This design comes from an exercise in tuning for small area and a short achievable clock period on the open sky130 flow, not from production work.
Function was checked by simulation only, so behaviour that the tests miss may differ from the original.

## flow/design.v (module list and top-level ports; edited modules follow where they fit)
// module sisaFIR: 2509 lines
// module fir_fa: 4 lines
// module fir_ha: 4 lines
module sisaFIR(
  input         clock,
  input         reset,
  input  [63:0] io_in,
  output [63:0] io_out
);
  // ...
==> flow/flow/run.sh <==
#!/bin/bash
# Standard ORFS layout, with timing repair aimed at a setup slack of
# SETUP_SLACK_MARGIN ns (the standard flow only repairs negative slack).
set -e
bash standard.sh SETUP_SLACK_MARGIN=7.5 finish > standard.log 2>&1
==> flow/standard.sh <==
#!/bin/bash
# synth_recipe.tcl (not shown) runs the flow's synth.tcl, then flattens the netlist and writes it again
# the make line also repeats each setting of config.mk as NAME=value (left out here)
make -C /OpenROAD-flow-scripts/flow DESIGN_CONFIG=/design/flow/config.mk WORK_HOME=/design/flow/orfs CLKGATE_MAP_FILE= SYNTH_SCRIPT=/design/flow/synth_recipe.tcl "${@:-finish}"
==> flow/config.mk <==
export PLATFORM = sky130hd
export DESIGN_NAME = sisaFIR
export DESIGN_NICKNAME = sisaFIR
export VERILOG_FILES = /design/flow/design.v
export SDC_FILE = /design/flow/constraint.sdc
export NUM_CORES = 4
export LEC_CHECK = 0
export CAP_MARGIN = 20
export CORE_MARGIN = 2
export CORE_UTILIZATION = 40
export SLEW_MARGIN = 20
export SYNTH_HIERARCHICAL = 1
export SYNTH_MINIMUM_KEEP_SIZE = 0
==> flow/constraint.sdc <==
create_clock -name core_clock -period 18.0 [get_ports {clock}]
set_input_delay 3.6000 -clock core_clock [delete_from_list [all_inputs] [get_ports {clock}]]
set_output_delay 3.6000 -clock core_clock [all_outputs]
set_load 0.01 [all_outputs]
==> results.yml, run 1 <==
sta:
  rsz0062_at_grt: "true"
  slew_headroom_pct: 58.4
  setup_violations: 0
  min_period_over_period_pct: 60.1
  fin_worst_skew_ps: 36.6
yosys:
  yosysSeqAreaShare_pct: 30.4
  yosysTopAreaCellShare_pct: 54.4
  synth_warnings: 7
  synth_area_sq_um: 38300
  yosysMostFrequentCell: "fa_1"
layout:
  multi_input_area_share_pct: 61.2
  inverters_excl_clock: 150
  antenna_cells: 2
  seq_cells: 583
  final_area_sq_um: 45300
  fin_util_pct: 47.7
  buffer_area_share_pct: 3.78
run_status:
  outcome: "timing/DRC/antenna clean"
clocking:
  ctsResizeCount: 569
  cts_hold_buf: 0
setup_path:
  setup.worst_path.end: "io_out[60]"
  crit_required_ps: 14400
place:
  hpwl_um: 71400
  gp_congestion: 0.960
  numPortBuffers: 128
global_routing:
  antenna_found_initial: 2
  grt_pass1_wl_um: 135000
drt:
  wl_per_cell_um: 21.3
worst_hold_path:
  whs_path_depth: 0
  min_from: "z7[62]"
==> inputs of run 2 (changes only) <==
==> flow/flow/run.sh (replaced) <==
#!/bin/bash
# Standard ORFS layout, with timing repair aimed at a setup slack of
# SETUP_SLACK_MARGIN ns (the standard flow only repairs negative slack).
set -e
bash standard.sh SETUP_SLACK_MARGIN=8.5 finish > standard.log 2>&1
==> run 2 against run 1 <==
Compared with the run above:
- die area unchanged
- critical path type unchanged
- critical path depth unchanged
- highest routed layer unchanged
- global-route usage increased by 0.057 points
- clock skew decreased by 23 ps
- synthesized cell count unchanged
==> results.yml, run 2 <==
die:
  dieHeight_um: 314
  start_util_pct: 40.3
  die-area_sq_um: 98300
  num_rows: 113
  core_area_sq_um: 95000
  die_w_um: 314
  boundaryPins: 130
sta:
  min_period_ps: 10900
  drv_slew: 0
  fin_worst_skew_ps: 13.5
  rsz0062_at_grt: "true"
  slew_headroom_pct: 66.3
  hold_viol_final: 0
  fmax_mhz: 91.7
  setup_violations: 0
  tns_ps: 0
  tightest_slew_ps: 500
  min_period_over_period_pct: 60.6
clocking:
  clk_pin_slew_worst_paths_ps: 60
  cts_tree: "built"
  root_buffer: "clkbuf_16"
  cts.path.max_buffers: 3
  cts.sinks: 583
  htreeDepth: 2
  clock_latency_ps: 630
  cts_hold_buf: 0
  cts_buffers: 61
setup_path:
  critPathSlowestCell: "fa_1"
  path_max_fanout: 5
  cp-end-kind: "output port"
  path_buf_inv: 3
  crit_required_ps: 14400
  start_kind: "input pin"
  critPathTopFamily: "adder cells"
  cpMostUsedCell: "fa_1"
  cp.arrival_ps: 7300
  path_class: "input pin to output port"
  worstPathCellList: "buf_12 -> fa_1 -> fa_1 -> ha_4 -> nand4_1 -> nor2_2 -> nand3_2 -> a211oi_4 -> o211ai_4 -> buf_6 -> a2111oi_4 -> nor2_4 -> o31ai_4 -> xnor2_2 -> buf_2"
  max_stage_delay_ps: 500
drt:
  drt-total-wl_um: 85700
  wl_per_cell_um: 21.1
  drt_first_iter_violations: 764
  antenna_left: 0
  via_per_inst: 4.79
  drc: 0
  routed-via-count: 19400
  met3_length_um: 3830
  firstDrtPassIters: 5
  routed.top_layer: "met4"
  drt-met1-wl_um: 37900
  routed-wl-met2_um: 42000
worst_hold_path:
  hold_class: "flop to flop"
yosys:
  yosysMostFrequentCell: "fa_1"
  avgSynthCellArea_sq_um: 15.8
  synth.area.top_cells: "fa_1, dfxtp_1, ha_1"
  yosysUniqueCellTypes: 57
  synthCells: 2427
  synth-edff-count: 0
  ys_ff_latch: 583
  yosysSeqAreaShare_pct: 30.4
  async_reset_ff_share_pct: 0
  ys_top_cells_by_count: "fa_1, dfxtp_1, ha_1"
  synth_largest_area_cell: "fa_1"
  synth_area_sq_um: 38300
  ys.flop_type: "dfxtp_1"
  yosysTopAreaCellShare_pct: 54.4
  synth_warnings: 7
run_status:
  outcome: "timing/DRC/antenna clean"
flow_run:
  max_cap_violations: 0
layout:
  area_growth_pct: 19.6
  drive_above_1_share_pct: 18.7
  fill_cells: 8077
  nets: 4032
  final_common_cell: "fa_1"
  final_area_sq_um: 45900
  final_cell_mix: "fa_1, dfxtp_1, inv_1"
place:
  hpwl_um: 71500
  placed_cell_area_sq_um: 41500
  numPortBuffers: 128
  gp_congestion: 0.918
global_routing:
  grt_pass1_vias: 23700
  overflow: 0
  grt_pass1_wl_um: 136000
  antenna_found_initial: 3
  grt_max_degree: 16
  grt_use_total_pct: 18.1
run 2: cell counts after synthesis:
No cell type changed its count.
run 2: logic make-up after synthesis:
group	after synthesis	share of synthesized area, %
other	1	0.00978
xor gates and xnor gates	63	1.44
DFF	583	30.4
adders and majority gates	1230	60.5
and+or+nand+nor	150	1.88
AOI/OAI and AO/OA	225	3.97
buffers and inverters	175	1.73
run 2: cell type report:
class                   instances  area (sq um)  share of cell area, %
multi-input cells            1713         28000                   61.0
flip-flops and latches        583         11700                   25.5
repair buffers                227          1900                   4.15
clock buffers                  87          1770                   3.85
well taps                    1265          1580                   3.45
inverters                     150           563                   1.23
clock inverters                23           370                  0.808
diodes                          2          5.00                 0.0109
run 2: path summary, 6_finish.rpt:
kind	slack (ps)	to	startpoint	depth (start not counted)
worst max register to register	8820	t[63]	z3[48]	22
worst max-delay path	7100	io_out[63]	io_in[16]	15
worst min register to register	320	z8[62]	z7[62]	0
worst min-delay path	320	z8[62]	z7[62]	0
run 2: modules after synthesis (local to each module, per instance):
module / copies in the design / cells inside / flip-flops and latches
fir_fa: 1040 / 1 / 0
fir_ha: 126 / 1 / 0
sisaFIR: 1 / 1261 / 583
run 2: repair_timing:
item | CTS | global route
pin swaps | 81 | 100
gates resized for setup | 682 | 162
setup endpoints to repair | 62 | 57
setup buffers | 52 | 47
run 2: metrics by stage:
| step | util, % | instances | hold WS, ps | worst slack (ps) |
|---|---|---|---|---|
| after floorplan | - | 2471 | 310 | 7940 |
| after global placement | 43.7 | 3839 | 314 | 5650 |
| after detailed placement | 43.7 | 3839 | 314 | 5660 |
| after CTS | 47.3 | 4001 | 326 | 7200 |
| after global routing | 48.3 | 4049 | 332 | 7000 |
| final | 48.3 | 4050 | 325 | 7100 |
run 2: routing by layer:
metal | global-route usage, % | vias to the layer above
met5 | 0 | -
met4 | 4.15 | 0
met3 | 3.10 | 113
met2 | 29.9 | 400
met1 | 25.2 | 10600
li1 | - | 8323
==> inputs of run 3 (changes only) <==
==> flow/run.sh (new file) <==
#!/bin/bash
# synth_recipe.tcl (not shown) runs the flow's synth.tcl, then flattens the netlist and writes it again
# the make line also repeats each setting of config.mk as NAME=value (left out here)
make -C /OpenROAD-flow-scripts/flow DESIGN_CONFIG=/design/flow/config.mk WORK_HOME=/design/flow/orfs CLKGATE_MAP_FILE= SYNTH_SCRIPT=/design/flow/synth_recipe.tcl finish
removed: flow/flow/run.sh
removed: flow/standard.sh
==> run 3 against run 2 <==
Compared with the run above:
- highest routed layer unchanged
- via count down 2.7%
- flip-flop and latch count unchanged
- die area unchanged
- register-to-register slack better by 70 ps
- critical endpoint is now io_out[44]
- critical path type unchanged
- routed wire length down 4.4%
- cell area down 5.6%
==> results.yml, run 3 <==
yosys:
  yosysUniqueCellTypes: 57
  synthCells: 2427
  yosysSeqAreaShare_pct: 30.4
  synth_area_sq_um: 38300
  avgSynthCellArea_sq_um: 15.8
  synth.area.top_cells: "fa_1, dfxtp_1, ha_1"
  ys_top_cells_by_count: "fa_1, dfxtp_1, ha_1"
  synth_warnings: 7
  yosysTopAreaCellShare_pct: 54.4
  yosysMostFrequentCell: "fa_1"
  ys.flop_type: "dfxtp_1"
  synth_largest_area_cell: "fa_1"
  synth-edff-count: 0
  async_reset_ff_share_pct: 0
  ys_ff_latch: 583
sta:
  fin_worst_skew_ps: 40.7
  setup_violations: 0
  tightest_slew_ps: 802
  slew_headroom_pct: 45.1
  min_period_over_period_pct: 70.9
  drv_slew: 0
  rsz0062_at_grt: "false"
  min_period_ps: 12760
  tns_ps: 0
  hold_ws_ps: 326
  fmax_mhz: 78.4
  hold_viol_final: 0
die:
  die_w_um: 314
  core_area_sq_um: 95000
  die-area_sq_um: 98300
  start_util_pct: 40.3
  boundaryPins: 130
  dieHeight_um: 314
  num_rows: 113
layout:
  drive_above_1_share_pct: 4.51
  final_common_cell: "fa_1"
  finalNonFillerCells: 3950
  nets: 3931
  fill_cells: 8291
  area_growth_pct: 13.0
  final_cell_mix: "fa_1, dfxtp_1, ha_1"
  final_area_sq_um: 43300
worst_hold_path:
  min_from: "z7[62]"
  whs_path_depth: 0
  min_to: "z8[62]"
  hold_class: "flop to flop"
drt:
  via_per_inst: 4.78
  firstDrtPassIters: 7
  drt_first_iter_violations: 851
  wl_per_cell_um: 20.7
  antenna_left: 0
  drt-total-wl_um: 81900
  routed-via-count: 18900
  drc: 0
setup_path:
  r2r_slack_ps: 8890
  start_kind: "input pin"
  cp-end-kind: "output port"
  r2r_cells: 22
  r2r-start: "z3[48]"
  path_class: "input pin to output port"
  path_max_fanout: 7
  r2r_end: "t[63]"
  crit_required_ps: 14400
  cp.arrival_ps: 9160
global_routing:
  overflow: 0
  grt_pass1_wl_um: 132000
  grt_use_total_pct: 17.6
  grt_pass1_vias: 23200
  antenna_found_initial: 1
  grt_max_degree: 17
clocking:
  cts_tree: "built"
  htreeDepth: 2
  cts_buffers: 59
  cts_hold_buf: 0
  root_buffer: "clkbuf_16"
  cts.sinks: 583
  cts.path.max_buffers: 3
  ctsResizeCount: 0
  clk_pin_slew_worst_paths_ps: 60
  post_cts_buffers: 0
  clock_latency_ps: 640
place:
  placed_cell_area_sq_um: 41300
  hpwl_um: 71400
  gp_congestion: 0.960
  numPortBuffers: 128
  dp.cells: 3839
run_status:
  outcome: "timing/DRC/antenna clean"
flow_run:
  max_cap_violations: 0
[run 3: cell counts after synthesis]
Identical to the previous run, type by type.
[run 3: layout make-up]
cell class	instances	area, sq um	share of cell area, %
multi-input cells	1713	26200	60.4
flip-flops and latches	583	11700	27.0
clock buffers	74	1650	3.80
well taps	1265	1580	3.66
repair buffers	128	1280	2.96
inverters	150	563	1.30
clock inverters	36	389	0.899
diodes	1	2.50	0.00578
[run 3: worst max path at each step]
stage                    from    endpoint  slack, ps
floorplan           io_in[16]  io_out[63]       7770
global placement     io_in[9]  io_out[60]       5320
detailed placement   io_in[9]  io_out[60]       5380
CTS                  io_in[9]  io_out[60]       5330
global route         io_in[9]  io_out[44]       5150
finish               io_in[9]  io_out[44]       5240
[run 3: Yosys stat by module (local to each module, per instance)]
module   area (sq um)  flops+latches  copies in the design  cells
sisaFIR         15900            583                     1   1261
fir_ha           12.5              0                   126      1
fir_fa           20.0              0                  1040      1
[run 3: logic make-up after synthesis]
family / Yosys count / share of synthesized area (%)
fa+ha+maj: 1230 / 60.5
flops: 583 / 30.4
compound gates: 225 / 3.97
buf+inv: 175 / 1.73
simple gates: 150 / 1.88
xor+xnor: 63 / 1.44
other cells: 1 / 0.00978
[run 3: critical path, stage by stage]
cell             delay, ps
clkdlybuf4s50_1        690
ha_1                   320
fa_1                   440
ha_1                   440
nand2_1                130
or3_1                  440
a2111oi_0              770
a211oi_1               330
a21oi_1                450
nand2b_1               210
a21oi_1                110
o21ai_1                160
xor2_1                 420
clkdlybuf4s50_1        630
[run 3: layer usage]
layer / wire [um] / track usage (%) / vias up
li1: - / - / 8116
met1: 36800 / 24.9 / 10300
met2: 39800 / 28.8 / 421
met3: 3820 / 2.73 / 89
met4: 1520 / 3.70 / 0
met5: 0 / 0 / -
[run 3: through the flow]
step	utilization [%]	setup WS [ps]
3_5_place_dp	43.4	5380
5_1_grt	45.6	5150
6_report	45.6	5240
4_1_cts	45.6	5330
3_3_place_gp	43.4	5320
2_1_floorplan	-	7770

-- re-timing with driven ports --
Ports are ideal in the flow. The routed layouts listed here were re-timed in OpenROAD. Step 1 assumes that a clkbuf_16 drives the clock port and a buf_2 every other input. Step 2 also shifts input and output timing later by t, the mid clock arrival at the registers, as if the neighbouring blocks saw the same clock. Three values: ideal, step 1, step 2; two values: the first two.
run | t (ns) | setup WS [ns] | hold slack, ns | worst setup path at the end | latest minus earliest clock arrival (ns)
run 1 | 0.685 | 7.178 / 7.123 / 7.123 | 0.326 / 0.326 / 0.326 | input to output | 0.038 / 0.038
run 2 | 0.686 | 7.100 / 7.052 / 7.052 | 0.325 / 0.325 / 0.325 | input to output | 0.014 / 0.015
run 3 | 0.685 | 5.239 / 5.208 / 5.208 | 0.326 / 0.326 / 0.326 | input to output | 0.042 / 0.042
After both steps setup and hold are still met in every run listed. For run 1, which loses most, drivers alone change the setup slack by -0.055 ns; drivers and shift together by -0.055 ns.
